What follows belongs to an exercise in optimizing a design on an open flow for small area, a short achievable clock period and few clock cycles; a production flow would make more cautious choices.
Only simulation tests tie the RTL to the original design; equivalence was not proved.
Power figures rest on the tool's default switching activity, not on a simulated workload.

--- design/flow/constraint.sdc ---
create_clock -name core_clock -period 6.0 [get_ports {clk}]
set_input_delay 1.2000 -clock core_clock [delete_from_list [all_inputs] [get_ports {clk}]]
set_output_delay 1.2000 -clock core_clock [all_outputs]
set_load 0.01 [all_outputs]
--- design/flow/design.v ---
module multiplier ( input  wire clk, start, is_signed,
                    input  wire [31:0] a, b,
                    output wire [63:0] s,
                    output reg  done
                   );
  reg  [32:0] ar;             
  wire [32:0] ar_d;
  reg  [33:0] sr, cr;         
  reg  [31:0] l;              
  reg         ci;             
  reg  [7:0] plx, ply;      
  reg  [3:0] e1, e2, en;     
  reg         corr;           
  reg  [2:0] st;
  reg         cl;             
  reg         f0;             
  reg  [31:0] hr;             
  wire fin = (st == 3'd4);
  wire sq1 = sr[0] & ~f0;
  wire cq2 = cr[0] & ~f0;
  wire sq3 = sr[1] & ~f0;
  wire cq4 = cr[1] & ~f0;
  wire sq5 = sr[2] & ~f0;
  wire cq6 = cr[2] & ~f0;
  wire sq7 = sr[3] & ~f0;
  wire cq8 = cr[3] & ~f0;
  wire sq9 = sr[4] & ~f0;
  wire cq10 = cr[4] & ~f0;
  wire sq11 = sr[5] & ~f0;
  wire cq12 = cr[5] & ~f0;
  wire sq13 = sr[6] & ~f0;
  wire cq14 = cr[6] & ~f0;
  wire sq15 = sr[7] & ~f0;
  wire cq16 = cr[7] & ~f0;
  wire sq17 = sr[8] & ~f0;
  wire cq18 = cr[8] & ~f0;
  wire sq19 = sr[9] & ~f0;
  wire cq20 = cr[9] & ~f0;
  wire sq21 = sr[10] & ~f0;
  wire cq22 = cr[10] & ~f0;
  wire sq23 = sr[11] & ~f0;
  wire cq24 = cr[11] & ~f0;
  wire sq25 = sr[12] & ~f0;
  wire cq26 = cr[12] & ~f0;
  wire sq27 = sr[13] & ~f0;
  wire cq28 = cr[13] & ~f0;
  wire sq29 = sr[14] & ~f0;
  wire cq30 = cr[14] & ~f0;
  wire sq31 = sr[15] & ~f0;
  wire cq32 = cr[15] & ~f0;
  wire sq33 = sr[16] & ~f0;
  wire cq34 = cr[16] & ~f0;
  wire sq35 = sr[17] & ~f0;
  wire cq36 = cr[17] & ~f0;
  wire sq37 = sr[18] & ~f0;
  wire cq38 = cr[18] & ~f0;
  wire sq39 = sr[19] & ~f0;
  wire cq40 = cr[19] & ~f0;
  wire sq41 = sr[20] & ~f0;
  wire cq42 = cr[20] & ~f0;
  wire sq43 = sr[21] & ~f0;
  wire cq44 = cr[21] & ~f0;
  wire sq45 = sr[22] & ~f0;
  wire cq46 = cr[22] & ~f0;
  wire sq47 = sr[23] & ~f0;
  wire cq48 = cr[23] & ~f0;
  wire sq49 = sr[24] & ~f0;
  wire cq50 = cr[24] & ~f0;
  wire sq51 = sr[25] & ~f0;
  wire cq52 = cr[25] & ~f0;
  wire sq53 = sr[26] & ~f0;
  wire cq54 = cr[26] & ~f0;
  wire sq55 = sr[27] & ~f0;
  wire cq56 = cr[27] & ~f0;
  wire sq57 = sr[28] & ~f0;
  wire cq58 = cr[28] & ~f0;
  wire sq59 = sr[29] & ~f0;
  wire cq60 = cr[29] & ~f0;
  wire sq61 = sr[30] & ~f0;
  wire cq62 = cr[30] & ~f0;
  wire sq63 = sr[31] & ~f0;
  wire cq64 = cr[31] & ~f0;
  wire sq65 = sr[32] & ~f0;
  wire cq66 = cr[32] & ~f0;
  wire sq67 = sr[33] & ~f0;
  wire cq68 = cr[33] & ~f0;
  wire pp69 = (e1[0] & ar[0]) ^ en[0];
  wire pp70;
  PPS u71 (e1[0], e2[0], en[0], ar[1], ar[0], pp70);
  wire pp72;
  PPS u73 (e1[0], e2[0], en[0], ar[2], ar[1], pp72);
  wire pp74;
  PPS u75 (e1[0], e2[0], en[0], ar[3], ar[2], pp74);
  wire pp76;
  PPS u77 (e1[0], e2[0], en[0], ar[4], ar[3], pp76);
  wire pp78;
  PPS u79 (e1[0], e2[0], en[0], ar[5], ar[4], pp78);
  wire pp80;
  PPS u81 (e1[0], e2[0], en[0], ar[6], ar[5], pp80);
  wire pp82;
  PPS u83 (e1[0], e2[0], en[0], ar[7], ar[6], pp82);
  wire pp84;
  PPS u85 (e1[0], e2[0], en[0], ar[8], ar[7], pp84);
  wire pp86;
  PPS u87 (e1[0], e2[0], en[0], ar[9], ar[8], pp86);
  wire pp88;
  PPS u89 (e1[0], e2[0], en[0], ar[10], ar[9], pp88);
  wire pp90;
  PPS u91 (e1[0], e2[0], en[0], ar[11], ar[10], pp90);
  wire pp92;
  PPS u93 (e1[0], e2[0], en[0], ar[12], ar[11], pp92);
  wire pp94;
  PPS u95 (e1[0], e2[0], en[0], ar[13], ar[12], pp94);
  wire pp96;
  PPS u97 (e1[0], e2[0], en[0], ar[14], ar[13], pp96);
  wire pp98;
  PPS u99 (e1[0], e2[0], en[0], ar[15], ar[14], pp98);
  wire pp100;
  PPS u101 (e1[0], e2[0], en[0], ar[16], ar[15], pp100);
  wire pp102;
  PPS u103 (e1[0], e2[0], en[0], ar[17], ar[16], pp102);
  wire pp104;
  PPS u105 (e1[0], e2[0], en[0], ar[18], ar[17], pp104);
  wire pp106;
  PPS u107 (e1[0], e2[0], en[0], ar[19], ar[18], pp106);
  wire pp108;
  PPS u109 (e1[0], e2[0], en[0], ar[20], ar[19], pp108);
  wire pp110;
  PPS u111 (e1[0], e2[0], en[0], ar[21], ar[20], pp110);
  wire pp112;
  PPS u113 (e1[0], e2[0], en[0], ar[22], ar[21], pp112);
  wire pp114;
  PPS u115 (e1[0], e2[0], en[0], ar[23], ar[22], pp114);
  wire pp116;
  PPS u117 (e1[0], e2[0], en[0], ar[24], ar[23], pp116);
  wire pp118;
  PPS u119 (e1[0], e2[0], en[0], ar[25], ar[24], pp118);
  wire pp120;
  PPS u121 (e1[0], e2[0], en[0], ar[26], ar[25], pp120);
  wire pp122;
  PPS u123 (e1[0], e2[0], en[0], ar[27], ar[26], pp122);
  wire pp124;
  PPS u125 (e1[0], e2[0], en[0], ar[28], ar[27], pp124);
  wire pp126;
  PPS u127 (e1[0], e2[0], en[0], ar[29], ar[28], pp126);
  wire pp128;
  PPS u129 (e1[0], e2[0], en[0], ar[30], ar[29], pp128);
  wire pp130;
  PPS u131 (e1[0], e2[0], en[0], ar[31], ar[30], pp130);
  wire pp132;
  PPS u133 (e1[0], e2[0], en[0], ar[32], ar[31], pp132);
  wire sg134 = ~(((e1[0] | e2[0]) & ar[32]) ^ en[0]);
  wire pp135 = (e1[1] & ar[0]) ^ en[1];
  wire pp136;
  PPS u137 (e1[1], e2[1], en[1], ar[1], ar[0], pp136);
  wire pp138;
  PPS u139 (e1[1], e2[1], en[1], ar[2], ar[1], pp138);
  wire pp140;
  PPS u141 (e1[1], e2[1], en[1], ar[3], ar[2], pp140);
  wire pp142;
  PPS u143 (e1[1], e2[1], en[1], ar[4], ar[3], pp142);
  wire pp144;
  PPS u145 (e1[1], e2[1], en[1], ar[5], ar[4], pp144);
  wire pp146;
  PPS u147 (e1[1], e2[1], en[1], ar[6], ar[5], pp146);
  wire pp148;
  PPS u149 (e1[1], e2[1], en[1], ar[7], ar[6], pp148);
  wire pp150;
  PPS u151 (e1[1], e2[1], en[1], ar[8], ar[7], pp150);
  wire pp152;
  PPS u153 (e1[1], e2[1], en[1], ar[9], ar[8], pp152);
  wire pp154;
  PPS u155 (e1[1], e2[1], en[1], ar[10], ar[9], pp154);
  wire pp156;
  PPS u157 (e1[1], e2[1], en[1], ar[11], ar[10], pp156);
  wire pp158;
  PPS u159 (e1[1], e2[1], en[1], ar[12], ar[11], pp158);
  wire pp160;
  PPS u161 (e1[1], e2[1], en[1], ar[13], ar[12], pp160);
  wire pp162;
  PPS u163 (e1[1], e2[1], en[1], ar[14], ar[13], pp162);
  wire pp164;
  PPS u165 (e1[1], e2[1], en[1], ar[15], ar[14], pp164);
  wire pp166;
  PPS u167 (e1[1], e2[1], en[1], ar[16], ar[15], pp166);
  wire pp168;
  PPS u169 (e1[1], e2[1], en[1], ar[17], ar[16], pp168);
  wire pp170;
  PPS u171 (e1[1], e2[1], en[1], ar[18], ar[17], pp170);
  wire pp172;
  PPS u173 (e1[1], e2[1], en[1], ar[19], ar[18], pp172);
  wire pp174;
  PPS u175 (e1[1], e2[1], en[1], ar[20], ar[19], pp174);
  wire pp176;
  PPS u177 (e1[1], e2[1], en[1], ar[21], ar[20], pp176);
  wire pp178;
  PPS u179 (e1[1], e2[1], en[1], ar[22], ar[21], pp178);
  wire pp180;
  PPS u181 (e1[1], e2[1], en[1], ar[23], ar[22], pp180);
  wire pp182;
  PPS u183 (e1[1], e2[1], en[1], ar[24], ar[23], pp182);
  wire pp184;
  PPS u185 (e1[1], e2[1], en[1], ar[25], ar[24], pp184);
  wire pp186;
  PPS u187 (e1[1], e2[1], en[1], ar[26], ar[25], pp186);
  wire pp188;
  PPS u189 (e1[1], e2[1], en[1], ar[27], ar[26], pp188);
  wire pp190;
  PPS u191 (e1[1], e2[1], en[1], ar[28], ar[27], pp190);
  wire pp192;
  PPS u193 (e1[1], e2[1], en[1], ar[29], ar[28], pp192);
  wire pp194;
  PPS u195 (e1[1], e2[1], en[1], ar[30], ar[29], pp194);
  wire pp196;
  PPS u197 (e1[1], e2[1], en[1], ar[31], ar[30], pp196);
  wire pp198;
  PPS u199 (e1[1], e2[1], en[1], ar[32], ar[31], pp198);
  wire sg200 = ~(((e1[1] | e2[1]) & ar[32]) ^ en[1]);
  wire pp201 = (e1[2] & ar[0]) ^ en[2];
  wire pp202;
  PPS u203 (e1[2], e2[2], en[2], ar[1], ar[0], pp202);
  wire pp204;
  PPS u205 (e1[2], e2[2], en[2], ar[2], ar[1], pp204);
  wire pp206;
  PPS u207 (e1[2], e2[2], en[2], ar[3], ar[2], pp206);
  wire pp208;
  PPS u209 (e1[2], e2[2], en[2], ar[4], ar[3], pp208);
  wire pp210;
  PPS u211 (e1[2], e2[2], en[2], ar[5], ar[4], pp210);
  wire pp212;
  PPS u213 (e1[2], e2[2], en[2], ar[6], ar[5], pp212);
  wire pp214;
  PPS u215 (e1[2], e2[2], en[2], ar[7], ar[6], pp214);
  wire pp216;
  PPS u217 (e1[2], e2[2], en[2], ar[8], ar[7], pp216);
  wire pp218;
  PPS u219 (e1[2], e2[2], en[2], ar[9], ar[8], pp218);
  wire pp220;
  PPS u221 (e1[2], e2[2], en[2], ar[10], ar[9], pp220);
  wire pp222;
  PPS u223 (e1[2], e2[2], en[2], ar[11], ar[10], pp222);
  wire pp224;
  PPS u225 (e1[2], e2[2], en[2], ar[12], ar[11], pp224);
  wire pp226;
  PPS u227 (e1[2], e2[2], en[2], ar[13], ar[12], pp226);
  wire pp228;
  PPS u229 (e1[2], e2[2], en[2], ar[14], ar[13], pp228);
  wire pp230;
  PPS u231 (e1[2], e2[2], en[2], ar[15], ar[14], pp230);
  wire pp232;
  PPS u233 (e1[2], e2[2], en[2], ar[16], ar[15], pp232);
  wire pp234;
  PPS u235 (e1[2], e2[2], en[2], ar[17], ar[16], pp234);
  wire pp236;
  PPS u237 (e1[2], e2[2], en[2], ar[18], ar[17], pp236);
  wire pp238;
  PPS u239 (e1[2], e2[2], en[2], ar[19], ar[18], pp238);
  wire pp240;
  PPS u241 (e1[2], e2[2], en[2], ar[20], ar[19], pp240);
  wire pp242;
  PPS u243 (e1[2], e2[2], en[2], ar[21], ar[20], pp242);
  wire pp244;
  PPS u245 (e1[2], e2[2], en[2], ar[22], ar[21], pp244);
  wire pp246;
  PPS u247 (e1[2], e2[2], en[2], ar[23], ar[22], pp246);
  wire pp248;
  PPS u249 (e1[2], e2[2], en[2], ar[24], ar[23], pp248);
  wire pp250;
  PPS u251 (e1[2], e2[2], en[2], ar[25], ar[24], pp250);
  wire pp252;
  PPS u253 (e1[2], e2[2], en[2], ar[26], ar[25], pp252);
  wire pp254;
  PPS u255 (e1[2], e2[2], en[2], ar[27], ar[26], pp254);
  wire pp256;
  PPS u257 (e1[2], e2[2], en[2], ar[28], ar[27], pp256);
  wire pp258;
  PPS u259 (e1[2], e2[2], en[2], ar[29], ar[28], pp258);
  wire pp260;
  PPS u261 (e1[2], e2[2], en[2], ar[30], ar[29], pp260);
  wire pp262;
  PPS u263 (e1[2], e2[2], en[2], ar[31], ar[30], pp262);
  wire pp264;
  PPS u265 (e1[2], e2[2], en[2], ar[32], ar[31], pp264);
  wire sg266 = ~(((e1[2] | e2[2]) & ar[32]) ^ en[2]);
  wire pp267 = (e1[3] & ar[0]) ^ en[3];
  wire pp268;
  PPS u269 (e1[3], e2[3], en[3], ar[1], ar[0], pp268);
  wire pp270;
  PPS u271 (e1[3], e2[3], en[3], ar[2], ar[1], pp270);
  wire pp272;
  PPS u273 (e1[3], e2[3], en[3], ar[3], ar[2], pp272);
  wire pp274;
  PPS u275 (e1[3], e2[3], en[3], ar[4], ar[3], pp274);
  wire pp276;
  PPS u277 (e1[3], e2[3], en[3], ar[5], ar[4], pp276);
  wire pp278;
  PPS u279 (e1[3], e2[3], en[3], ar[6], ar[5], pp278);
  wire pp280;
  PPS u281 (e1[3], e2[3], en[3], ar[7], ar[6], pp280);
  wire pp282;
  PPS u283 (e1[3], e2[3], en[3], ar[8], ar[7], pp282);
  wire pp284;
  PPS u285 (e1[3], e2[3], en[3], ar[9], ar[8], pp284);
  wire pp286;
  PPS u287 (e1[3], e2[3], en[3], ar[10], ar[9], pp286);
  wire pp288;
  PPS u289 (e1[3], e2[3], en[3], ar[11], ar[10], pp288);
  wire pp290;
  PPS u291 (e1[3], e2[3], en[3], ar[12], ar[11], pp290);
  wire pp292;
  PPS u293 (e1[3], e2[3], en[3], ar[13], ar[12], pp292);
  wire pp294;
  PPS u295 (e1[3], e2[3], en[3], ar[14], ar[13], pp294);
  wire pp296;
  PPS u297 (e1[3], e2[3], en[3], ar[15], ar[14], pp296);
  wire pp298;
  PPS u299 (e1[3], e2[3], en[3], ar[16], ar[15], pp298);
  wire pp300;
  PPS u301 (e1[3], e2[3], en[3], ar[17], ar[16], pp300);
  wire pp302;
  PPS u303 (e1[3], e2[3], en[3], ar[18], ar[17], pp302);
  wire pp304;
  PPS u305 (e1[3], e2[3], en[3], ar[19], ar[18], pp304);
  wire pp306;
  PPS u307 (e1[3], e2[3], en[3], ar[20], ar[19], pp306);
  wire pp308;
  PPS u309 (e1[3], e2[3], en[3], ar[21], ar[20], pp308);
  wire pp310;
  PPS u311 (e1[3], e2[3], en[3], ar[22], ar[21], pp310);
  wire pp312;
  PPS u313 (e1[3], e2[3], en[3], ar[23], ar[22], pp312);
  wire pp314;
  PPS u315 (e1[3], e2[3], en[3], ar[24], ar[23], pp314);
  wire pp316;
  PPS u317 (e1[3], e2[3], en[3], ar[25], ar[24], pp316);
  wire pp318;
  PPS u319 (e1[3], e2[3], en[3], ar[26], ar[25], pp318);
  wire pp320;
  PPS u321 (e1[3], e2[3], en[3], ar[27], ar[26], pp320);
  wire pp322;
  PPS u323 (e1[3], e2[3], en[3], ar[28], ar[27], pp322);
  wire pp324;
  PPS u325 (e1[3], e2[3], en[3], ar[29], ar[28], pp324);
  wire pp326;
  PPS u327 (e1[3], e2[3], en[3], ar[30], ar[29], pp326);
  wire pp328;
  PPS u329 (e1[3], e2[3], en[3], ar[31], ar[30], pp328);
  wire pp330;
  PPS u331 (e1[3], e2[3], en[3], ar[32], ar[31], pp330);
  wire sg332 = ~(((e1[3] | e2[3]) & ar[32]) ^ en[3]);
  wire pc333 = cl & ar[0];
  wire pc334 = cl & ar[1];
  wire pc335 = cl & ar[2];
  wire pc336 = cl & ar[3];
  wire pc337 = cl & ar[4];
  wire pc338 = cl & ar[5];
  wire pc339 = cl & ar[6];
  wire pc340 = cl & ar[7];
  wire pc341 = cl & ar[8];
  wire pc342 = cl & ar[9];
  wire pc343 = cl & ar[10];
  wire pc344 = cl & ar[11];
  wire pc345 = cl & ar[12];
  wire pc346 = cl & ar[13];
  wire pc347 = cl & ar[14];
  wire pc348 = cl & ar[15];
  wire pc349 = cl & ar[16];
  wire pc350 = cl & ar[17];
  wire pc351 = cl & ar[18];
  wire pc352 = cl & ar[19];
  wire pc353 = cl & ar[20];
  wire pc354 = cl & ar[21];
  wire pc355 = cl & ar[22];
  wire pc356 = cl & ar[23];
  wire pc357 = cl & ar[24];
  wire pc358 = cl & ar[25];
  wire pc359 = cl & ar[26];
  wire pc360 = cl & ar[27];
  wire pc361 = cl & ar[28];
  wire pc362 = cl & ar[29];
  wire pc363 = cl & ar[30];
  wire pc364 = cl & ar[31];
  wire cf365 = ~pp198;
  wire cf366 = ~pp264;
  wire cf367 = ~pp330;
  wire _w1, _w2;
  FX u368 (en[0], cq2, sq1, _w1, _w2);
  wire _w3, _w4;
  FX u369 (cq4, sq3, pp70, _w3, _w4);
  wire _w5, _w6;
  FX u370 (en[1], cq6, sq5, _w5, _w6);
  wire _w7, _w8;
  FX u371 (pp135, pp72, _w5, _w7, _w8);
  wire _w9, _w10;
  FX u372 (cq8, sq7, pp136, _w9, _w10);
  wire _w11, _w12;
  FX u373 (pp74, _w6, _w9, _w11, _w12);
  wire _w13, _w14;
  FX u374 (en[2], cq10, sq9, _w13, _w14);
  wire _w15, _w16;
  FX u375 (pp138, pp201, pp76, _w15, _w16);
  wire _w17, _w18;
  FX u376 (_w13, _w10, _w15, _w17, _w18);
  wire _w19, _w20;
  FX u377 (cq12, sq11, pp140, _w19, _w20);
  wire _w21, _w22;
  FX u378 (pp202, pp78, _w14, _w21, _w22);
  wire _w23, _w24;
  FX u379 (_w19, _w16, _w21, _w23, _w24);
  wire _w25, _w26;
  FX u380 (en[3], cq14, sq13, _w25, _w26);
  wire _w27, _w28;
  FX u381 (pp142, pp204, pp267, _w27, _w28);
  wire _w29, _w30;
  FX u382 (pp80, _w25, _w20, _w29, _w30);
  wire _w31, _w32;
  FX u383 (_w27, _w22, _w29, _w31, _w32);
  wire _w33, _w34;
  FX u384 (cq16, sq15, pp144, _w33, _w34);
  wire _w35, _w36;
  FX u385 (pp206, pp268, pp82, _w35, _w36);
  wire _w37, _w38;
  FX u386 (_w26, _w33, _w28, _w37, _w38);
  wire _w39, _w40;
  FX u387 (_w35, _w30, _w37, _w39, _w40);
  wire _w41, _w42;
  FX u388 (cq18, sq17, pp146, _w41, _w42);
  wire _w43, _w44;
  FX u389 (pp208, pp270, pp84, _w43, _w44);
  wire _w45, _w46;
  FX u390 (pc333, _w41, _w34, _w45, _w46);
  wire _w47, _w48;
  FX u391 (_w36, _w43, _w38, _w47, _w48);
  wire _w49, _w50;
  HX u392 (_w45, _w47, _w49, _w50);
  wire _w51, _w52;
  FX u393 (cq20, sq19, pp148, _w51, _w52);
  wire _w53, _w54;
  FX u394 (pp210, pp272, pp86, _w53, _w54);
  wire _w55, _w56;
  FX u395 (pc334, _w51, _w42, _w55, _w56);
  wire _w57, _w58;
  FX u396 (_w44, _w53, _w46, _w57, _w58);
  wire _w59, _w60;
  FX u397 (_w55, _w57, _w48, _w59, _w60);
  wire _w61, _w62;
  FX u398 (cq22, sq21, pp150, _w61, _w62);
  wire _w63, _w64;
  FX u399 (pp212, pp274, pp88, _w63, _w64);
  wire _w65, _w66;
  FX u400 (pc335, _w61, _w52, _w65, _w66);
  wire _w67, _w68;
  FX u401 (_w54, _w63, _w56, _w67, _w68);
  wire _w69, _w70;
  FX u402 (_w65, _w67, _w58, _w69, _w70);
  wire _w71, _w72;
  FX u403 (cq24, sq23, pp152, _w71, _w72);
  wire _w73, _w74;
  FX u404 (pp214, pp276, pp90, _w73, _w74);
  wire _w75, _w76;
  FX u405 (pc336, _w71, _w62, _w75, _w76);
  wire _w77, _w78;
  FX u406 (_w64, _w73, _w66, _w77, _w78);
  wire _w79, _w80;
  FX u407 (_w75, _w77, _w68, _w79, _w80);
  wire _w81, _w82;
  FX u408 (cq26, sq25, pp154, _w81, _w82);
  wire _w83, _w84;
  FX u409 (pp216, pp278, pp92, _w83, _w84);
  wire _w85, _w86;
  FX u410 (pc337, _w81, _w72, _w85, _w86);
  wire _w87, _w88;
  FX u411 (_w74, _w83, _w76, _w87, _w88);
  wire _w89, _w90;
  FX u412 (_w85, _w87, _w78, _w89, _w90);
  wire _w91, _w92;
  FX u413 (cq28, sq27, pp156, _w91, _w92);
  wire _w93, _w94;
  FX u414 (pp218, pp280, pp94, _w93, _w94);
  wire _w95, _w96;
  FX u415 (pc338, _w91, _w82, _w95, _w96);
  wire _w97, _w98;
  FX u416 (_w84, _w93, _w86, _w97, _w98);
  wire _w99, _w100;
  FX u417 (_w95, _w97, _w88, _w99, _w100);
  wire _w101, _w102;
  FX u418 (cq30, sq29, pp158, _w101, _w102);
  wire _w103, _w104;
  FX u419 (pp220, pp282, pp96, _w103, _w104);
  wire _w105, _w106;
  FX u420 (pc339, _w101, _w92, _w105, _w106);
  wire _w107, _w108;
  FX u421 (_w94, _w103, _w96, _w107, _w108);
  wire _w109, _w110;
  FX u422 (_w105, _w107, _w98, _w109, _w110);
  wire _w111, _w112;
  FX u423 (cq32, sq31, pp160, _w111, _w112);
  wire _w113, _w114;
  FX u424 (pp222, pp284, pp98, _w113, _w114);
  wire _w115, _w116;
  FX u425 (pc340, _w111, _w102, _w115, _w116);
  wire _w117, _w118;
  FX u426 (_w104, _w113, _w106, _w117, _w118);
  wire _w119, _w120;
  FX u427 (_w115, _w117, _w108, _w119, _w120);
  wire _w121, _w122;
  FX u428 (cq34, sq33, pp100, _w121, _w122);
  wire _w123, _w124;
  FX u429 (pp162, pp224, pp286, _w123, _w124);
  wire _w125, _w126;
  FX u430 (pc341, _w121, _w112, _w125, _w126);
  wire _w127, _w128;
  FX u431 (_w114, _w123, _w116, _w127, _w128);
  wire _w129, _w130;
  FX u432 (_w125, _w127, _w118, _w129, _w130);
  wire _w131, _w132;
  FX u433 (cq36, sq35, pp102, _w131, _w132);
  wire _w133, _w134;
  FX u434 (pp164, pp226, pp288, _w133, _w134);
  wire _w135, _w136;
  FX u435 (pc342, _w131, _w122, _w135, _w136);
  wire _w137, _w138;
  FX u436 (_w124, _w133, _w126, _w137, _w138);
  wire _w139, _w140;
  FX u437 (_w135, _w137, _w128, _w139, _w140);
  wire _w141, _w142;
  FX u438 (cq38, sq37, pp104, _w141, _w142);
  wire _w143, _w144;
  FX u439 (pp166, pp228, pp290, _w143, _w144);
  wire _w145, _w146;
  FX u440 (pc343, _w141, _w132, _w145, _w146);
  wire _w147, _w148;
  FX u441 (_w134, _w143, _w136, _w147, _w148);
  wire _w149, _w150;
  FX u442 (_w145, _w147, _w138, _w149, _w150);
  wire _w151, _w152;
  FX u443 (cq40, sq39, pp106, _w151, _w152);
  wire _w153, _w154;
  FX u444 (pp168, pp230, pp292, _w153, _w154);
  wire _w155, _w156;
  FX u445 (pc344, _w151, _w142, _w155, _w156);
  wire _w157, _w158;
  FX u446 (_w144, _w153, _w146, _w157, _w158);
  wire _w159, _w160;
  FX u447 (_w155, _w157, _w148, _w159, _w160);
  wire _w161, _w162;
  FX u448 (cq42, sq41, pp108, _w161, _w162);
  wire _w163, _w164;
  FX u449 (pp170, pp232, pp294, _w163, _w164);
  wire _w165, _w166;
  FX u450 (pc345, _w161, _w152, _w165, _w166);
  wire _w167, _w168;
  FX u451 (_w154, _w163, _w156, _w167, _w168);
  wire _w169, _w170;
  FX u452 (_w165, _w167, _w158, _w169, _w170);
  wire _w171, _w172;
  FX u453 (cq44, sq43, pp110, _w171, _w172);
  wire _w173, _w174;
  FX u454 (pp172, pp234, pp296, _w173, _w174);
  wire _w175, _w176;
  FX u455 (pc346, _w171, _w162, _w175, _w176);
  wire _w177, _w178;
  FX u456 (_w164, _w173, _w166, _w177, _w178);
  wire _w179, _w180;
  FX u457 (_w175, _w177, _w168, _w179, _w180);
  wire _w181, _w182;
  FX u458 (cq46, sq45, pp112, _w181, _w182);
  wire _w183, _w184;
  FX u459 (pp174, pp236, pp298, _w183, _w184);
  wire _w185, _w186;
  FX u460 (pc347, _w181, _w172, _w185, _w186);
  wire _w187, _w188;
  FX u461 (_w174, _w183, _w176, _w187, _w188);
  wire _w189, _w190;
  FX u462 (_w185, _w187, _w178, _w189, _w190);
  wire _w191, _w192;
  FX u463 (cq48, sq47, pp114, _w191, _w192);
  wire _w193, _w194;
  FX u464 (pp176, pp238, pp300, _w193, _w194);
  wire _w195, _w196;
  FX u465 (pc348, _w191, _w182, _w195, _w196);
  wire _w197, _w198;
  FX u466 (_w184, _w193, _w186, _w197, _w198);
  wire _w199, _w200;
  FX u467 (_w195, _w197, _w188, _w199, _w200);
  wire _w201, _w202;
  FX u468 (cq50, sq49, pp116, _w201, _w202);
  wire _w203, _w204;
  FX u469 (pp178, pp240, pp302, _w203, _w204);
  wire _w205, _w206;
  FX u470 (pc349, _w201, _w192, _w205, _w206);
  wire _w207, _w208;
  FX u471 (_w194, _w203, _w196, _w207, _w208);
  wire _w209, _w210;
  FX u472 (_w205, _w207, _w198, _w209, _w210);
  wire _w211, _w212;
  FX u473 (cq52, sq51, pp118, _w211, _w212);
  wire _w213, _w214;
  FX u474 (pp180, pp242, pp304, _w213, _w214);
  wire _w215, _w216;
  FX u475 (pc350, _w211, _w202, _w215, _w216);
  wire _w217, _w218;
  FX u476 (_w204, _w213, _w206, _w217, _w218);
  wire _w219, _w220;
  FX u477 (_w215, _w217, _w208, _w219, _w220);
  wire _w221, _w222;
  FX u478 (cq54, sq53, pp120, _w221, _w222);
  wire _w223, _w224;
  FX u479 (pp182, pp244, pp306, _w223, _w224);
  wire _w225, _w226;
  FX u480 (pc351, _w221, _w212, _w225, _w226);
  wire _w227, _w228;
  FX u481 (_w214, _w223, _w216, _w227, _w228);
  wire _w229, _w230;
  FX u482 (_w225, _w227, _w218, _w229, _w230);
  wire _w231, _w232;
  FX u483 (cq56, sq55, pp122, _w231, _w232);
  wire _w233, _w234;
  FX u484 (pp184, pp246, pp308, _w233, _w234);
  wire _w235, _w236;
  FX u485 (pc352, _w231, _w222, _w235, _w236);
  wire _w237, _w238;
  FX u486 (_w224, _w233, _w226, _w237, _w238);
  wire _w239, _w240;
  FX u487 (_w235, _w237, _w228, _w239, _w240);
  wire _w241, _w242;
  FX u488 (cq58, sq57, pp124, _w241, _w242);
  wire _w243, _w244;
  FX u489 (pp186, pp248, pp310, _w243, _w244);
  wire _w245, _w246;
  FX u490 (pc353, _w241, _w232, _w245, _w246);
  wire _w247, _w248;
  FX u491 (_w234, _w243, _w236, _w247, _w248);
  wire _w249, _w250;
  FX u492 (_w245, _w247, _w238, _w249, _w250);
  wire _w251, _w252;
  FX u493 (cq60, sq59, pp126, _w251, _w252);
  wire _w253, _w254;
  FX u494 (pp188, pp250, pp312, _w253, _w254);
  wire _w255, _w256;
  FX u495 (pc354, _w251, _w242, _w255, _w256);
  wire _w257, _w258;
  FX u496 (_w244, _w253, _w246, _w257, _w258);
  wire _w259, _w260;
  FX u497 (_w255, _w257, _w248, _w259, _w260);
  wire _w261, _w262;
  FX u498 (cq62, sq61, pp128, _w261, _w262);
  wire _w263, _w264;
  FX u499 (pp190, pp252, pp314, _w263, _w264);
  wire _w265, _w266;
  FX u500 (pc355, _w261, _w252, _w265, _w266);
  wire _w267, _w268;
  FX u501 (_w254, _w263, _w256, _w267, _w268);
  wire _w269, _w270;
  FX u502 (_w265, _w267, _w258, _w269, _w270);
  wire _w271, _w272;
  FX u503 (cq64, sq63, pp130, _w271, _w272);
  wire _w273, _w274;
  FX u504 (pp192, pp254, pp316, _w273, _w274);
  wire _w275, _w276;
  FX u505 (pc356, _w271, _w262, _w275, _w276);
  wire _w277, _w278;
  FX u506 (_w264, _w273, _w266, _w277, _w278);
  wire _w279, _w280;
  FX u507 (_w275, _w277, _w268, _w279, _w280);
  wire _w281, _w282;
  FX u508 (cq66, sq65, pp132, _w281, _w282);
  wire _w283, _w284;
  FX u509 (pp194, pp256, pp318, _w283, _w284);
  wire _w285, _w286;
  FX u510 (pc357, _w281, _w272, _w285, _w286);
  wire _w287, _w288;
  FX u511 (_w274, _w283, _w276, _w287, _w288);
  wire _w289, _w290;
  FX u512 (_w285, _w287, _w278, _w289, _w290);
  wire _w291, _w292;
  FX u513 (f0, cq68, sq67, _w291, _w292);
  wire _w293, _w294;
  FX u514 (pp196, pp258, pp320, _w293, _w294);
  wire _w295, _w296;
  FX u515 (sg134, pc358, _w291, _w295, _w296);
  wire _w297, _w298;
  FX u516 (_w282, _w284, _w293, _w297, _w298);
  wire _w299, _w300;
  FX u517 (_w295, _w286, _w297, _w299, _w300);
  wire _w301, _w302;
  HX u518 (_w288, _w299, _w301, _w302);
  wire _w303, _w304;
  FX u519 (cf365, pp260, pp322, _w303, _w304);
  wire _w305, _w306;
  FX u520 (pc359, _w292, _w294, _w305, _w306);
  wire _w307, _w308;
  FX u521 (_w303, _w296, _w305, _w307, _w308);
  wire _w309, _w310;
  FX u522 (_w298, _w307, _w300, _w309, _w310);
  wire _w311, _w312;
  FX u523 (pp198, pp262, pp324, _w311, _w312);
  wire _w313, _w314;
  FX u524 (sg200, pc360, _w304, _w313, _w314);
  wire _w315, _w316;
  FX u525 (_w311, _w313, _w306, _w315, _w316);
  wire _w317, _w318;
  HX u526 (_w315, _w308, _w317, _w318);
  wire _w319, _w320;
  FX u527 (cf366, pp326, pc361, _w319, _w320);
  wire _w321, _w322;
  FX u528 (_w312, _w319, _w314, _w321, _w322);
  wire _w323, _w324;
  HX u529 (_w321, _w316, _w323, _w324);
  wire _w325, _w326;
  FX u530 (pp264, pp328, sg266, _w325, _w326);
  wire _w327, _w328;
  FX u531 (pc362, _w320, _w325, _w327, _w328);
  wire _w329, _w330;
  HX u532 (_w327, _w322, _w329, _w330);
  wire _w331, _w332;
  FX u533 (cf367, pc363, _w326, _w331, _w332);
  wire _w333, _w334;
  HX u534 (_w331, _w328, _w333, _w334);
  wire _w335, _w336;
  FX u535 (pp330, sg332, pc364, _w335, _w336);
  wire _w337, _w338;
  HX u536 (_w335, _w332, _w337, _w338);
  wire _w339, _w340;
  HX u537 (1'b1, _w336, _w339, _w340);
  wire [41:0] tx = {_w340, _w338, _w334, _w330, _w324, _w318, _w310, _w302, _w290, _w280, _w270, _w260, _w250, _w240, _w230, _w220, _w210, _w200, _w190, _w180, _w170, _w160, _w150, _w140, _w130, _w120, _w110, _w100, _w90, _w80, _w70, _w60, _w50, _w40, _w32, _w24, _w18, _w12, _w8, _w4, _w2, pp69};
  wire [41:0] ty = {1'b0, _w339, _w337, _w333, _w329, _w323, _w317, _w309, _w301, _w289, _w279, _w269, _w259, _w249, _w239, _w229, _w219, _w209, _w199, _w189, _w179, _w169, _w159, _w149, _w139, _w129, _w119, _w109, _w99, _w89, _w79, _w69, _w59, _w49, _w39, _w31, _w23, _w17, _w11, _w7, _w3, _w1};
  wire [8:0] lo = f0 ? 9'd0 : plx + ply + ci;
  wire g538, g539;
  PGN u540 (fx[0], fy[0], g538, g539);
  wire g541, g542;
  PGN u543 (fx[1], fy[1], g541, g542);
  wire g544, g545;
  PGN u546 (fx[2], fy[2], g544, g545);
  wire g547, g548;
  PGN u549 (fx[3], fy[3], g547, g548);
  wire g550, g551;
  PGN u552 (fx[4], fy[4], g550, g551);
  wire g553, g554;
  PGN u555 (fx[5], fy[5], g553, g554);
  wire g556, g557;
  PGN u558 (fx[6], fy[6], g556, g557);
  wire g559, g560;
  PGN u561 (fx[7], fy[7], g559, g560);
  wire g562, g563;
  PGN u564 (fx[8], fy[8], g562, g563);
  wire g565, g566;
  PGN u567 (fx[9], fy[9], g565, g566);
  wire g568, g569;
  PGN u570 (fx[10], fy[10], g568, g569);
  wire g571, g572;
  PGN u573 (fx[11], fy[11], g571, g572);
  wire g574, g575;
  PGN u576 (fx[12], fy[12], g574, g575);
  wire g577, g578;
  PGN u579 (fx[13], fy[13], g577, g578);
  wire g580, g581;
  PGN u582 (fx[14], fy[14], g580, g581);
  wire g583, g584;
  PGN u585 (fx[15], fy[15], g583, g584);
  wire g586, g587;
  PGN u588 (fx[16], fy[16], g586, g587);
  wire g589, g590;
  PGN u591 (fx[17], fy[17], g589, g590);
  wire g592, g593;
  PGN u594 (fx[18], fy[18], g592, g593);
  wire g595, g596;
  PGN u597 (fx[19], fy[19], g595, g596);
  wire g598, g599;
  PGN u600 (fx[20], fy[20], g598, g599);
  wire g601, g602;
  PGN u603 (fx[21], fy[21], g601, g602);
  wire g604, g605;
  PGN u606 (fx[22], fy[22], g604, g605);
  wire g607, g608;
  PGN u609 (fx[23], fy[23], g607, g608);
  wire g610, g611;
  PGN u612 (fx[24], fy[24], g610, g611);
  wire g613, g614;
  PGN u615 (fx[25], fy[25], g613, g614);
  wire g616, g617;
  PGN u618 (fx[26], fy[26], g616, g617);
  wire g619, g620;
  PGN u621 (fx[27], fy[27], g619, g620);
  wire g622, g623;
  PGN u624 (fx[28], fy[28], g622, g623);
  wire g625, g626;
  PGN u627 (fx[29], fy[29], g625, g626);
  wire g628, g629;
  PGN u630 (fx[30], fy[30], g628, g629);
  wire g631, g632;
  PGN u633 (fx[31], fy[31], g631, g632);
  wire g634, g635;
  PGN u636 (fx[32], fy[32], g634, g635);
  wire g637, g638;
  PGN u639 (fx[33], fy[33], g637, g638);
  wire g640, g641;
  PGN u642 (fx[34], fy[34], g640, g641);
  wire g643, g644;
  PGN u645 (fx[35], fy[35], g643, g644);
  wire g646, g647;
  PGN u648 (fx[36], fy[36], g646, g647);
  wire g649, g650;
  PGN u651 (fx[37], fy[37], g649, g650);
  wire g652, g653;
  PGN u654 (fx[38], fy[38], g652, g653);
  wire g655, g656;
  PGN u657 (fx[39], fy[39], g655, g656);
  wire n658 = ~ci;
  wire k659;
  NODEI u660 (g539, g538, n658, k659);
  wire k661, k662;
  NODEIP u663 (g545, g544, g542, g541, k661, k662);
  wire k664, k665;
  NODEIP u666 (g551, g550, g548, g547, k664, k665);
  wire k667, k668;
  NODEIP u669 (g557, g556, g554, g553, k667, k668);
  wire k670, k671;
  NODEIP u672 (g563, g562, g560, g559, k670, k671);
  wire k673, k674;
  NODEIP u675 (g569, g568, g566, g565, k673, k674);
  wire k676, k677;
  NODEIP u678 (g575, g574, g572, g571, k676, k677);
  wire k679, k680;
  NODEIP u681 (g581, g580, g578, g577, k679, k680);
  wire k682, k683;
  NODEIP u684 (g587, g586, g584, g583, k682, k683);
  wire k685, k686;
  NODEIP u687 (g593, g592, g590, g589, k685, k686);
  wire k688, k689;
  NODEIP u690 (g599, g598, g596, g595, k688, k689);
  wire k691, k692;
  NODEIP u693 (g605, g604, g602, g601, k691, k692);
  wire k694, k695;
  NODEIP u696 (g611, g610, g608, g607, k694, k695);
  wire k697, k698;
  NODEIP u699 (g617, g616, g614, g613, k697, k698);
  wire k700, k701;
  NODEIP u702 (g623, g622, g620, g619, k700, k701);
  wire k703, k704;
  NODEIP u705 (g629, g628, g626, g625, k703, k704);
  wire k706, k707;
  NODEIP u708 (g635, g634, g632, g631, k706, k707);
  wire k709, k710;
  NODEIP u711 (g641, g640, g638, g637, k709, k710);
  wire k712, k713;
  NODEIP u714 (g647, g646, g644, g643, k712, k713);
  wire k715, k716;
  NODEIP u717 (g653, g652, g650, g649, k715, k716);
  wire n718 = ~k659;
  wire k719;
  NODEI u720 (g542, g541, n718, k719);
  wire k721;
  NODE u722 (k661, k662, k659, k721);
  wire n723 = ~k664;
  wire n724 = ~k665;
  wire k725, k726;
  NODEIP u727 (g554, g553, n723, n724, k725, k726);
  wire k728, k729;
  NODEP u730 (k667, k668, k664, k665, k728, k729);
  wire n731 = ~k670;
  wire n732 = ~k671;
  wire k733, k734;
  NODEIP u735 (g566, g565, n731, n732, k733, k734);
  wire k736, k737;
  NODEP u738 (k673, k674, k670, k671, k736, k737);
  wire n739 = ~k676;
  wire n740 = ~k677;
  wire k741, k742;
  NODEIP u743 (g578, g577, n739, n740, k741, k742);
  wire k744, k745;
  NODEP u746 (k679, k680, k676, k677, k744, k745);
  wire n747 = ~k682;
  wire n748 = ~k683;
  wire k749, k750;
  NODEIP u751 (g590, g589, n747, n748, k749, k750);
  wire k752, k753;
  NODEP u754 (k685, k686, k682, k683, k752, k753);
  wire n755 = ~k688;
  wire n756 = ~k689;
  wire k757, k758;
  NODEIP u759 (g602, g601, n755, n756, k757, k758);
  wire k760, k761;
  NODEP u762 (k691, k692, k688, k689, k760, k761);
  wire n763 = ~k694;
  wire n764 = ~k695;
  wire k765, k766;
  NODEIP u767 (g614, g613, n763, n764, k765, k766);
  wire k768, k769;
  NODEP u770 (k697, k698, k694, k695, k768, k769);
  wire n771 = ~k700;
  wire n772 = ~k701;
  wire k773, k774;
  NODEIP u775 (g626, g625, n771, n772, k773, k774);
  wire k776, k777;
  NODEP u778 (k703, k704, k700, k701, k776, k777);
  wire n779 = ~k706;
  wire n780 = ~k707;
  wire k781, k782;
  NODEIP u783 (g638, g637, n779, n780, k781, k782);
  wire k784, k785;
  NODEP u786 (k709, k710, k706, k707, k784, k785);
  wire n787 = ~k712;
  wire n788 = ~k713;
  wire k789, k790;
  NODEIP u791 (g650, g649, n787, n788, k789, k790);
  wire k792, k793;
  NODEP u794 (k715, k716, k712, k713, k792, k793);
  wire k795;
  NODEI u796 (g548, g547, k721, k795);
  wire n797 = ~k721;
  wire k798;
  NODE u799 (k664, k665, n797, k798);
  wire k800;
  NODE u801 (k725, k726, n797, k800);
  wire k802;
  NODEI u803 (k728, k729, k721, k802);
  wire k804, k805;
  NODEIP u806 (g572, g571, k736, k737, k804, k805);
  wire n807 = ~k736;
  wire n808 = ~k737;
  wire k809, k810;
  NODEP u811 (k676, k677, n807, n808, k809, k810);
  wire k812, k813;
  NODEP u814 (k741, k742, n807, n808, k812, k813);
  wire k815, k816;
  NODEIP u817 (k744, k745, k736, k737, k815, k816);
  wire k818, k819;
  NODEIP u820 (g596, g595, k752, k753, k818, k819);
  wire n821 = ~k752;
  wire n822 = ~k753;
  wire k823, k824;
  NODEP u825 (k688, k689, n821, n822, k823, k824);
  wire k826, k827;
  NODEP u828 (k757, k758, n821, n822, k826, k827);
  wire k829, k830;
  NODEIP u831 (k760, k761, k752, k753, k829, k830);
  wire k832, k833;
  NODEIP u834 (g620, g619, k768, k769, k832, k833);
  wire n835 = ~k768;
  wire n836 = ~k769;
  wire k837, k838;
  NODEP u839 (k700, k701, n835, n836, k837, k838);
  wire k840, k841;
  NODEP u842 (k773, k774, n835, n836, k840, k841);
  wire k843, k844;
  NODEIP u845 (k776, k777, k768, k769, k843, k844);
  wire k846, k847;
  NODEIP u848 (g644, g643, k784, k785, k846, k847);
  wire n849 = ~k784;
  wire n850 = ~k785;
  wire k851, k852;
  NODEP u853 (k712, k713, n849, n850, k851, k852);
  wire k854, k855;
  NODEP u856 (k789, k790, n849, n850, k854, k855);
  wire k857, k858;
  NODEIP u859 (k792, k793, k784, k785, k857, k858);
  wire n860 = ~k802;
  wire k861;
  NODEI u862 (g560, g559, n860, k861);
  wire k863;
  NODE u864 (k670, k671, k802, k863);
  wire k865;
  NODE u866 (k733, k734, k802, k865);
  wire k867;
  NODEI u868 (k736, k737, n860, k867);
  wire k869;
  NODE u870 (k804, k805, k802, k869);
  wire k871;
  NODEI u872 (k809, k810, n860, k871);
  wire k873;
  NODEI u874 (k812, k813, n860, k873);
  wire k875;
  NODE u876 (k815, k816, k802, k875);
  wire n877 = ~k829;
  wire n878 = ~k830;
  wire k879, k880;
  NODEIP u881 (g608, g607, n877, n878, k879, k880);
  wire k882, k883;
  NODEP u884 (k694, k695, k829, k830, k882, k883);
  wire k885, k886;
  NODEP u887 (k765, k766, k829, k830, k885, k886);
  wire k888, k889;
  NODEIP u890 (k768, k769, n877, n878, k888, k889);
  wire k891, k892;
  NODEP u893 (k832, k833, k829, k830, k891, k892);
  wire k894, k895;
  NODEIP u896 (k837, k838, n877, n878, k894, k895);
  wire k897, k898;
  NODEIP u899 (k840, k841, n877, n878, k897, k898);
  wire k900, k901;
  NODEP u902 (k843, k844, k829, k830, k900, k901);
  wire n903 = ~k857;
  wire n904 = ~k858;
  wire k905, k906;
  NODEIP u907 (g656, g655, n903, n904, k905, k906);
  wire k908;
  NODEI u909 (g584, g583, k875, k908);
  wire n910 = ~k875;
  wire k911;
  NODE u912 (k682, k683, n910, k911);
  wire k913;
  NODE u914 (k749, k750, n910, k913);
  wire k915;
  NODEI u916 (k752, k753, k875, k915);
  wire k917;
  NODE u918 (k818, k819, n910, k917);
  wire k919;
  NODEI u920 (k823, k824, k875, k919);
  wire k921;
  NODEI u922 (k826, k827, k875, k921);
  wire k923;
  NODE u924 (k829, k830, n910, k923);
  wire k925;
  NODE u926 (k879, k880, n910, k925);
  wire k927;
  NODEI u928 (k882, k883, k875, k927);
  wire k929;
  NODEI u930 (k885, k886, k875, k929);
  wire k931;
  NODE u932 (k888, k889, n910, k931);
  wire k933;
  NODEI u934 (k891, k892, k875, k933);
  wire k935;
  NODE u936 (k894, k895, n910, k935);
  wire k937;
  NODE u938 (k897, k898, n910, k937);
  wire k939;
  NODEI u940 (k900, k901, k875, k939);
  wire n941 = ~k939;
  wire k942;
  NODEI u943 (g632, g631, n941, k942);
  wire k944;
  NODE u945 (k706, k707, k939, k944);
  wire k946;
  NODE u947 (k781, k782, k939, k946);
  wire k948;
  NODEI u949 (k784, k785, n941, k948);
  wire k950;
  NODE u951 (k846, k847, k939, k950);
  wire k952;
  NODEI u953 (k851, k852, n941, k952);
  wire k954;
  NODEI u955 (k854, k855, n941, k954);
  wire k956;
  NODE u957 (k857, k858, k939, k956);
  wire k958;
  NODE u959 (k905, k906, k939, k958);
  wire r960 = ~(g538 ^ ci);
  wire r961 = ~(g541 ^ k659);
  wire r962 = ~(g544 ^ k719);
  wire r963 = g547 ^ k721;
  wire r964 = ~(g550 ^ k795);
  wire r965 = g553 ^ k798;
  wire r966 = g556 ^ k800;
  wire r967 = ~(g559 ^ k802);
  wire r968 = ~(g562 ^ k861);
  wire r969 = g565 ^ k863;
  wire r970 = g568 ^ k865;
  wire r971 = ~(g571 ^ k867);
  wire r972 = g574 ^ k869;
  wire r973 = ~(g577 ^ k871);
  wire r974 = ~(g580 ^ k873);
  wire r975 = g583 ^ k875;
  wire r976 = ~(g586 ^ k908);
  wire r977 = g589 ^ k911;
  wire r978 = g592 ^ k913;
  wire r979 = ~(g595 ^ k915);
  wire r980 = g598 ^ k917;
  wire r981 = ~(g601 ^ k919);
  wire r982 = ~(g604 ^ k921);
  wire r983 = g607 ^ k923;
  wire r984 = g610 ^ k925;
  wire r985 = ~(g613 ^ k927);
  wire r986 = ~(g616 ^ k929);
  wire r987 = g619 ^ k931;
  wire r988 = ~(g622 ^ k933);
  wire r989 = g625 ^ k935;
  wire r990 = g628 ^ k937;
  wire r991 = ~(g631 ^ k939);
  wire r992 = ~(g634 ^ k942);
  wire r993 = g637 ^ k944;
  wire r994 = g640 ^ k946;
  wire r995 = ~(g643 ^ k948);
  wire r996 = g646 ^ k950;
  wire r997 = ~(g649 ^ k952);
  wire r998 = ~(g652 ^ k954);
  wire r999 = g655 ^ k956;
  wire [39:0] fx = {sr[31:0], plx};
  wire [39:0] fy = {cr[31:0], ply};
  wire [39:0] fsum = {r999, r998, r997, r996, r995, r994, r993, r992, r991, r990, r989, r988, r987, r986, r985, r984, r983, r982, r981, r980, r979, r978, r977, r976, r975, r974, r973, r972, r971, r970, r969, r968, r967, r966, r965, r964, r963, r962, r961, r960};
  wire [8:0] bw = {b[7:0], 1'b0};
  wire [8:0] lw = l[15:7];
  wire [3:0] b1, b2, bn, l1, l2, ln;
  genvar g;
  generate
    for (g = 0; g < 4; g = g + 1) begin : enc
      ENC eb (bw[2*g+2], bw[2*g+1], bw[2*g], b1[g], b2[g], bn[g]);
      ENC el (lw[2*g+2], lw[2*g+1], lw[2*g], l1[g], l2[g], ln[g]);
    end
  endgenerate
  assign s = {hr, l};
  always @(posedge clk) begin
    sr  <= tx[41:8];
    cr  <= ty[41:8];
    plx <= tx[7:0];
    ply <= ty[7:0];
    ci  <= lo[8];
    f0  <= start;
  end
  always @(posedge clk)
    if (fin && !done)
      hr <= fsum[39:8];
  always @(posedge clk)
    if (start) begin
      l    <= b;
      corr <= b[31] & ~is_signed;
      cl   <= 1'b0;
      st   <= 3'd0;
      done <= 1'b0;
    end else if (!done) begin
      st <= st + 3'd1;
      cl <= corr & (st == 3'd2);
      if (fin) begin
        l    <= {fsum[7:0], l[31:8]};
        done <= 1'b1;
      end else begin
        l   <= {lo[7:0], l[31:8]};
      end
    end
  wire [32:0] a_in = {is_signed & a[31], a};
  always @(posedge clk)
    if (start) ar <= a_in;
  always @(posedge clk)
    if (start) begin
      e1 <= b1;
      e2 <= b2;
      en <= bn;
    end else begin
      e1 <= l1;
      e2 <= l2;
      en <= ln;
    end
endmodule
module ENC (input wire b2, b1, b0, output wire one, two, neg);
  assign one = b1 ^ b0;
  assign two = (b2 & ~b1 & ~b0) | (~b2 & b1 & b0);
  assign neg = b2 & ~(b1 & b0);
endmodule
module MX (input wire s, a, b, output wire y);
  assign y = s ? a : b;
endmodule
module PPS (input wire one, two, neg, x, y, output wire p);
  wire n = (one & x) | (two & y);
  X2 u (n, neg, p);
endmodule
module PP (input wire one, two, neg, x, y, output wire p);
  assign p = ((one & x) | (two & y)) ^ neg;
endmodule
module FA (input wire x, y, z, output wire s, c);
  assign s = x ^ y ^ z;
  assign c = (x & y) | (x & z) | (y & z);
endmodule
module FX (input wire x, y, z, output wire s, c);
  wire t;
  X2 x1 (x, y, t);
  X2 x2 (t, z, s);
  MAJ m (x, y, z, c);
endmodule
module X2 (input wire x, y, output wire s);
  assign s = x ^ y;
endmodule
module MAJ (input wire x, y, z, output wire c);
  assign c = (x & y) | (x & z) | (y & z);
endmodule
module HA (input wire x, y, output wire s, c);
  assign s = x ^ y;
  assign c = x & y;
endmodule
module HX (input wire x, y, output wire s, c);
  X2 u1 (x, y, s);
  AN2 u2 (x, y, c);
endmodule
module AN2 (input wire x, y, output wire s);
  assign s = x & y;
endmodule
module PGN (input wire x, y, output wire pn, gn);
  XN2 p (x, y, pn);
  ND2 g (x, y, gn);
endmodule
module XN2 (input wire x, y, output wire s);
  assign s = ~(x ^ y);
endmodule
module ND2 (input wire x, y, output wire s);
  assign s = ~(x & y);
endmodule
module NODE (input wire gh, ph, gl, output wire gn);
  assign gn = ~(gh | (ph & gl));
endmodule
module NODEP (input wire gh, ph, gl, pl, output wire gn, pn);
  assign gn = ~(gh | (ph & gl));
  assign pn = ~(ph & pl);
endmodule
module NODEI (input wire ghn, phn, gln, output wire g);
  assign g = ~(ghn & (phn | gln));
endmodule
module NODEIP (input wire ghn, phn, gln, pln, output wire g, p);
  assign g = ~(ghn & (phn | gln));
  assign p = ~(phn | pln);
endmodule
--- design/flow/flow/run.sh ---
#!/bin/bash
# The standard layout, with faster port buffers (buf_2 instead of the
# default delay-cell buffer) so register-to-port paths are not limited by them.
set -euo pipefail
bash standard.sh "BUFFER_PORTS_ARGS=-buffer_cell sky130_fd_sc_hd__buf_2" finish > standard_flow.log 2>&1
--- design/flow/config.mk ---
export PLATFORM = sky130hd
export DESIGN_NAME = multiplier
export DESIGN_NICKNAME = multiplier
export VERILOG_FILES = /design/flow/design.v
export SDC_FILE = /design/flow/constraint.sdc
export NUM_CORES = 4
export LEC_CHECK = 0
export CAP_MARGIN = 20
export CORE_MARGIN = 2
export CORE_UTILIZATION = 50
export SETUP_SLACK_MARGIN = 3.3
export SLEW_MARGIN = 20
export SYNTH_HIERARCHICAL = 1
--- design/flow/standard.sh ---
#!/bin/bash
# synth_recipe.tcl (not shown) runs the flow's synth.tcl, then flattens the netlist and writes it again
# the make line also repeats each setting of config.mk as NAME=value (left out here)
make -C /OpenROAD-flow-scripts/flow DESIGN_CONFIG=/design/flow/config.mk WORK_HOME=/design/flow/orfs CLKGATE_MAP_FILE= SYNTH_SCRIPT=/design/flow/synth_recipe.tcl "${@:-finish}"
==> key figures, run 1 <==
GRT
  – Pin count of the biggest net entering global routing: 44
  – GR Util All Layers: 24.9%
  – Vias in the first global route: 11900
  – Gr ovfl total: 0
  – Initial antenna violation count: 3
  – First-pass GRT wire length: 65.2 mm

Power
  – Pwr dens: about 700 mW/mm2
  – Design Power: ~13000 uW
  – Worst vdd ir: 0.337 mV
  – Static leakage: slightly above 0.008 uW

Logic synthesis
  – Mapped Area: ~0.016 mm2
  – Ys Warns: 7
  – Post-Synthesis Cells: 1579
  – Mean Syn Cell Area: between 10 and 15 um2

Drt
  – Vias: about 12000
  – DR iter-0 viols: just over 700
  – Via density: 5.37
  – DRC violation count after routing: 0
  – Post-route ant nets: 0
  – Initial DRT Pass Iterations: 4
  – Routed Wire Length: between 40 and 50 mm
  – Routed len/inst: ~19 um

Timing
  – Fin. max-slew vios: 0
  – Worst slew margin: roughly 60%
  – Skew final: ~17 ps
  – Slew @ Worst Pin: 593 ps
  – Final TNS setup: 0 ps
  – Setup Viol. Count Final: 0
  – Fmax: 382 MHz
  – RSZ-0062 raised after global routing: yes
  – Final hold vios: 0
  – Final min period: 2620 ps
  – Period utilization: 43.6%
  – Fin worst setup slack: between 3000 and 4000 ps

Run status
  – Outcome: no timing/DRC/antenna violations

Floorplanning
  – Starting Density: 50.3%
  – Chip Width: around 180 um
  – Top Ports: between 100 and 150
  – Core ar.: roughly 0.032 mm2
  – Number of placement rows: 66
  – Die Height: approximately 180 um
  – Die area: 0.0339 mm2

Place
  – Post-DP HPWL: ~29 mm
  – Port bufs: ~130
  – RD Place Congestion: approximately 0.83
  – Placed Area: between 0.015 and 0.02 mm2
  – Post-Place Worst Slack: between 2000 and 3000 ps

Clock tree
  – Clock Tree Root: clkbuf_16
  – CTS sink count: 200
  – CTS Buf Count: 17
  – Clock Path Buffers: 2
  – CTS tree: built
  – Clock latency on the worst-skew pair: about 470 ps
  – Worst-path clk slew: around 80 ps
  – H-tree depth: 4

Critical path
  – Crit path max-delay cell type: edfxtp_1
  – CP max stage delay: 540 ps
  – Buf/Inv on CP: 1
  – Most frequent cell on the critical path: maj3_2
  – CP arrival: around 3000 ps
  – CP Capture Type: flop
  – Worst EP required: 6330 ps
  – Family with the most delay on the worst path: adder cells
  – Critical Path, Cell by Cell: buf_4 > a22o_1 > xor2_1 > maj3_2 > maj3_2 > maj3_2 > maj3_2
  – CP startpoint kind: flop
  – Crit Path Category: flop to flop
  – Critical path peak fanout: 4

Finish
  – Most common cell after layout, fill and taps aside: xor2_1
  – Nets: 1857
  – Area grow syn2layout: 14.9%
  – Most frequent cells in the layout: 483 x xor2_1, 162 x maj3_2, 130 x buf_2
  – Fraction of layout cells with a size suffix above 1: 29.7%
  – Post-route cell area: 0.0187 mm2

Run
  – Max Cap Violations: 0

Min path
  – Hold Crit Class: flop to flop
==> state kept, by name, summed over array words and instances (netlist names), 3 cells and up <==
register  flops
en            4
l            32
e1            4
plx           8
cr           33
ply           8
hr           32
sr           34
st            3
e2            4
ar           33
==> per-layer routing <==
metal | vias up | part of all wire (%) | track usage [%]
li1 | 5876 | - | -
met1 | 5838 | 46 | 32.4
met2 | 217 | 49 | 42.9
met3 | 44 | 3.0 | 2.87
met4 | 0 | 1.9 | 8.13
met5 | - | 0 | 0
==> worst min-delay path: cells and delay by family (launching register included) <==
| kind | cells | cell delay, ps |
|---|---|---|
| DFF | 1 | 330 |
| AOI/OAI and AO/OA | 1 | 90 |
| and+or+nand+nor | 1 | 90 |
==> worst paths after layout <==
kind                            startpoint  endpoint  slack [ps]  depth (start not counted)
worst min-delay path                  corr        cl         550                          2
worst max-delay path                ar[26]    sr[22]        3380                          7
worst min register to register        corr        cl         550                          2
worst max register to register      ar[26]    sr[22]        3380                          7
==> power breakdown <==
group          internal, uW  total [uW]  switching [uW]
logic                  3970        9020            5050
registers              2150        2580             432
clock network           553        1160             607
total                  6670       12800            6090
==> final cells by class <==
class / count / area [um2]
Sequential cell: 200 / 5010
Antenna cell: 3 / 7.51
Tap cell: 442 / 553
Clock buffer: 18 / 429
Fill cell: 2944 / 13600
Multi-Input combinational cell: 1326 / 11100
Clock inverter: 14 / 135
Inverter: 40 / 150
Timing Repair Buffer: 185 / 1240
==> repair_timing <==
action                                  4_1_cts  5_1_grt
gates cloned                                  0        1
pin swaps                                     1        8
resized for setup                            22       25
hold buffers                                  0        0
endpoints found under the setup margin       73       33
buffers inserted                             12       25
==> metrics by stage <==
stage | cells | hold WS [ps] | util [%]
after floorplan | 1584 | 486 | -
after global placement | 2155 | 526 | 54.3
after detailed placement | 2155 | 542 | 54.3
after CTS | 2199 | 562 | 56.7
after global routing | 2228 | 579 | 57.8
final | 2228 | 548 | 57.8
Testbench counts, summed over its fixed seeds: cycles 9,600.
==> run 2: changes to the inputs <==
--- a/design/flow/config.mk
+++ b/design/flow/config.mk
@@ -10,3 +10,3 @@
 export CORE_UTILIZATION = 50
-export SETUP_SLACK_MARGIN = 3.3
+export SETUP_SLACK_MARGIN = 3.5
 export SLEW_MARGIN = 20
==> run 2 against run 1 <==
  * Clock skew fell by 3.7 ps
  * Fmax barely moved
  * Flip-flop and latch count did not move
  * Power rose by 4.1%
  * First-iteration DRC count fell by 17%
  * Still clean
==> key figures, run 2 <==
Clock tree
  – Post-CTS Hold Buffers: 0 (unchanged)
  – Clock latency on the worst-skew pair: 470 ps (about the same)
  – CTS sink count: 200 (unchanged)
  – CTS Buf Count: 17 (unchanged)
  – Clock Path Buffers: 2 (unchanged)
  – CTS tree: built (unchanged)
  – Worst-path clk slew: 80 ps (about the same)
  – Clock Tree Root: clkbuf_16 (unchanged)
  – H-tree depth: 4 (unchanged)

Critical path
  – Buf/Inv on CP: 1 (unchanged)
  – Reg2reg end: sr[20] (was sr[22])
  – Critical path peak fanout: 7 (was 4)
  – Worst EP required: 6340 ps (was 6330 ps)
  – CP max stage delay: 530 ps (was 540 ps)
  – CP startpoint kind: flop (unchanged)
  – R2R Setup Slk: 3380 ps (about the same)
  – CP arrival: 2960 ps (was 2950 ps)
  – Family with the most delay on the worst path: adder cells (unchanged)
  – Critical Path, Cell by Cell: buf_4 > a22o_1 > xor2_2 > maj3_2 > maj3_2 > maj3_2 > maj3_2 (was buf_4 > a22o_1 > xor2_1 > maj3_2 > maj3_2 > maj3_2 > maj3_2)
  – Reg2reg start: ar[24] (was ar[26])
  – Crit Path Category: flop to flop (unchanged)
  – R2R depth: 7 (unchanged)
  – CP Capture Type: flop (unchanged)
  – Most frequent cell on the critical path: maj3_2 (unchanged)
  – Crit path max-delay cell type: edfxtp_1 (unchanged)

Timing
  – Fin. max-slew vios: 0 (unchanged)
  – RSZ-0062 raised after global routing: yes (unchanged)
  – Final TNS setup: 0 ps (unchanged)
  – Skew final: 13.0 ps (was 16.8 ps)
  – Final hold vios: 0 (unchanged)
  – Period utilization: 43.6% (about the same)
  – Fmax: 382 MHz (about the same)
  – Final min period: 2620 ps (about the same)
  – Worst slew margin: 57.3% (was 60.5%)
  – Setup Viol. Count Final: 0 (unchanged)
  – Slew @ Worst Pin: 641 ps (was 593 ps)

Logic synthesis
  – Ys Warns: 7 (unchanged)
  – Post-Synthesis Cells: 1579 (unchanged)
  – Mean Syn Cell Area: 10.3 um2 (unchanged)
  – Mapped Area: 0.0162 mm2 (unchanged)

Finish
  – Fraction of layout cells with a size suffix above 1: 35.0% (was 29.7%)
  – Non-Filler Instances: 2307 (was 2228)
  – Nets: 1938 (was 1857)
  – Regs by FF count: sr: 34 flops, ar: 33 flops, cr: 33 flops (unchanged)
  – Fill cells: 2834 (was 2944)
  – Max reg flops: 34 (unchanged)
  – Largest reg by FF count: sr (unchanged)
  – Most frequent cells in the layout: 454 x xor2_1, 162 x maj3_2, 130 x buf_2 (was 483 x xor2_1, 162 x maj3_2, 130 x buf_2)
  – Area grow syn2layout: 20.9% (was 14.9%)
  – Most common cell after layout, fill and taps aside: xor2_1 (unchanged)

Floorplanning
  – Top Ports: 132 (unchanged)
  – Number of placement rows: 66 (unchanged)
  – Core ar.: 0.0323 mm2 (unchanged)
  – Starting Density: 50.3% (unchanged)
  – Die Height: 184 um (unchanged)
  – Chip Width: 184 um (unchanged)
  – Die area: 0.0339 mm2 (unchanged)

Power
  – Worst vdd ir: 0.287 mV (was 0.337 mV)
  – Flop pwr share: 19.7% (was 20.2%)
  – Design Power: 13300 uW (was 12800 uW)
  – Sw Share: 46.8% (was 47.7%)
  – Pint: 7060 uW (was 6670 uW)
  – Static leakage: 0.00853 uW (was 0.00807 uW)
  – Psw: 6210 uW (was 6090 uW)
  – Gate power share: 71.6% (was 70.7%)
  – Pwr dens: 676 mW/mm2 (was 684 mW/mm2)
  – Clock power share: 8.8% (was 9.1%)

GRT
  – Gr ovfl total: 0 (unchanged)
  – GR Util All Layers: 25.2% (was 24.9%)
  – Initial antenna violation count: 1 (was 3)
  – Pin count of the biggest net entering global routing: 81 (was 44)
  – First-pass GRT wire length: 65.5 mm (was 65.2 mm)
  – Vias in the first global route: 12000 (was 11900)

Run
  – Max Cap Violations: 0 (unchanged)

Run status
  – Outcome: no timing/DRC/antenna violations (unchanged)

Drt
  – Post-route ant nets: 0 (unchanged)
  – Routed len/inst: 18.7 um (was 18.9 um)
  – Via density: 5.36 (was 5.37)
  – DRC violation count after routing: 0 (unchanged)
  – Initial DRT Pass Iterations: 5 (was 4)
  – Vias: 12400 (was 12000)
  – DR iter-0 viols: 588 (was 706)
  – Routed Wire Length: 43.1 mm (was 42.0 mm)

Place
  – RD Place Congestion: 0.818 (was 0.830)
  – Placed cells: 2147 (was 2155)
  – Post-DP HPWL: 28.7 mm (was 29.1 mm)
  – Port bufs: 131 (unchanged)

Min path
  – Hold Path Origin: corr (unchanged)
  – WHS Endpoint: cl (unchanged)
  – Hold Crit Class: flop to flop (unchanged)
  – Min-Delay Path Depth: 2 (unchanged)
[run 2: layout make-up]
class	count	area, um2	area share [%]
Antenna cell	1	2.50	0.0127
Clock buffer	18	450	2.29
Clock inverter	14	125	0.637
Inverter	40	154	0.784
Multi-Input combinational cell	1326	11400	58.2
Sequential cell	200	5030	25.6
Tap cell	442	553	2.82
Timing Repair Buffer	266	1900	9.69
[run 2: worst max path at each step]
stage / start / to / slack, ps / cells past startpoint
after floorplan: en[3] / sr[2] / 3510 / 5
after global placement: start / l[2] / 2460 / 3
after detailed placement: start / l[1] / 2410 / 3
after CTS: ar[23] / cr[19] / 3490 / 8
after global routing: ar[23] / cr[19] / 3270 / 8
final: ar[24] / sr[20] / 3380 / 7
[run 2: worst min-delay path: stages (launching register included)]
cell and delay [ps]:
edfxtp_1 330, a32oi_1 100, nor2_1 80
[run 2: through the flow]
stage / instance area, um2 / utilization, % / setup WS [ps] / hold WS (ps)
3_3_place_gp: 17500 / 54.2 / 2460 / 531
2_1_floorplan: 16300 / - / 3510 / 486
5_1_grt: 19600 / 60.8 / 3270 / 580
6_report: 19600 / 60.8 / 3380 / 532
4_1_cts: 18600 / 57.7 / 3490 / 541
3_5_place_dp: 17500 / 54.2 / 2410 / 532
[run 2: power by group through the flow]
stage	clock network, uW	registers [uW]	logic (uW)
floorplan	0	2610	6930
global placement	0	2760	8390
detailed placement	0	2760	8480
CTS	1200	2660	8890
global route	1240	2660	10400
finish	1160	2610	9500
[run 2: layer usage]
metal / GRT usage, % / wire, um / up-vias / part of all wire [%]
li1: - / - / 6018 / -
met1: 32.2 / 19300 / 6078 / 45
met3: 4.07 / 1750 / 38 / 4.1
met2: 44.3 / 21400 / 225 / 50
met5: 0 / 0 / - / 0
met4: 6.34 / 648 / 0 / 1.5
[run 2: repair_timing]
action / 4_1_cts / 5_1_grt
pin swaps: 9 / 46
endpoints found under the setup margin: 124 / 103
setup buffers: 47 / 80
gates resized for setup: 33 / 47

## what the ideal ports hide
No port has a modelled driver above. Below, the same layouts with a new extraction and two added sets of constraints.
Step 1 sets driving cells, clkbuf_16 on the clock port and buf_2 on the other inputs (assumed; they add their load-dependent delay and slew).
Step 2, shift: input delay + t, output delay - t, t = (earliest + latest rising clock arrival at the registers) / 2. This alone moves slack from input paths to output paths.
a / b / c = ideal ports / drivers / drivers and shift; a / b = the first two.
run | t, ns | setup slack, ns | worst setup path at the end | slew at the worst register clock pin (ns)
run 1 | 0.512 | 3.382 / 3.382 / 2.984 | input to register | 0.09 / 0.09
run 2 | 0.516 | 3.382 / 3.382 / 3.133 | input to register | 0.08 / 0.08
After both steps setup and hold are still met in every run listed. For run 1, which loses most, drivers alone change the setup slack by 0.000 ns; drivers and shift together by -0.398 ns.
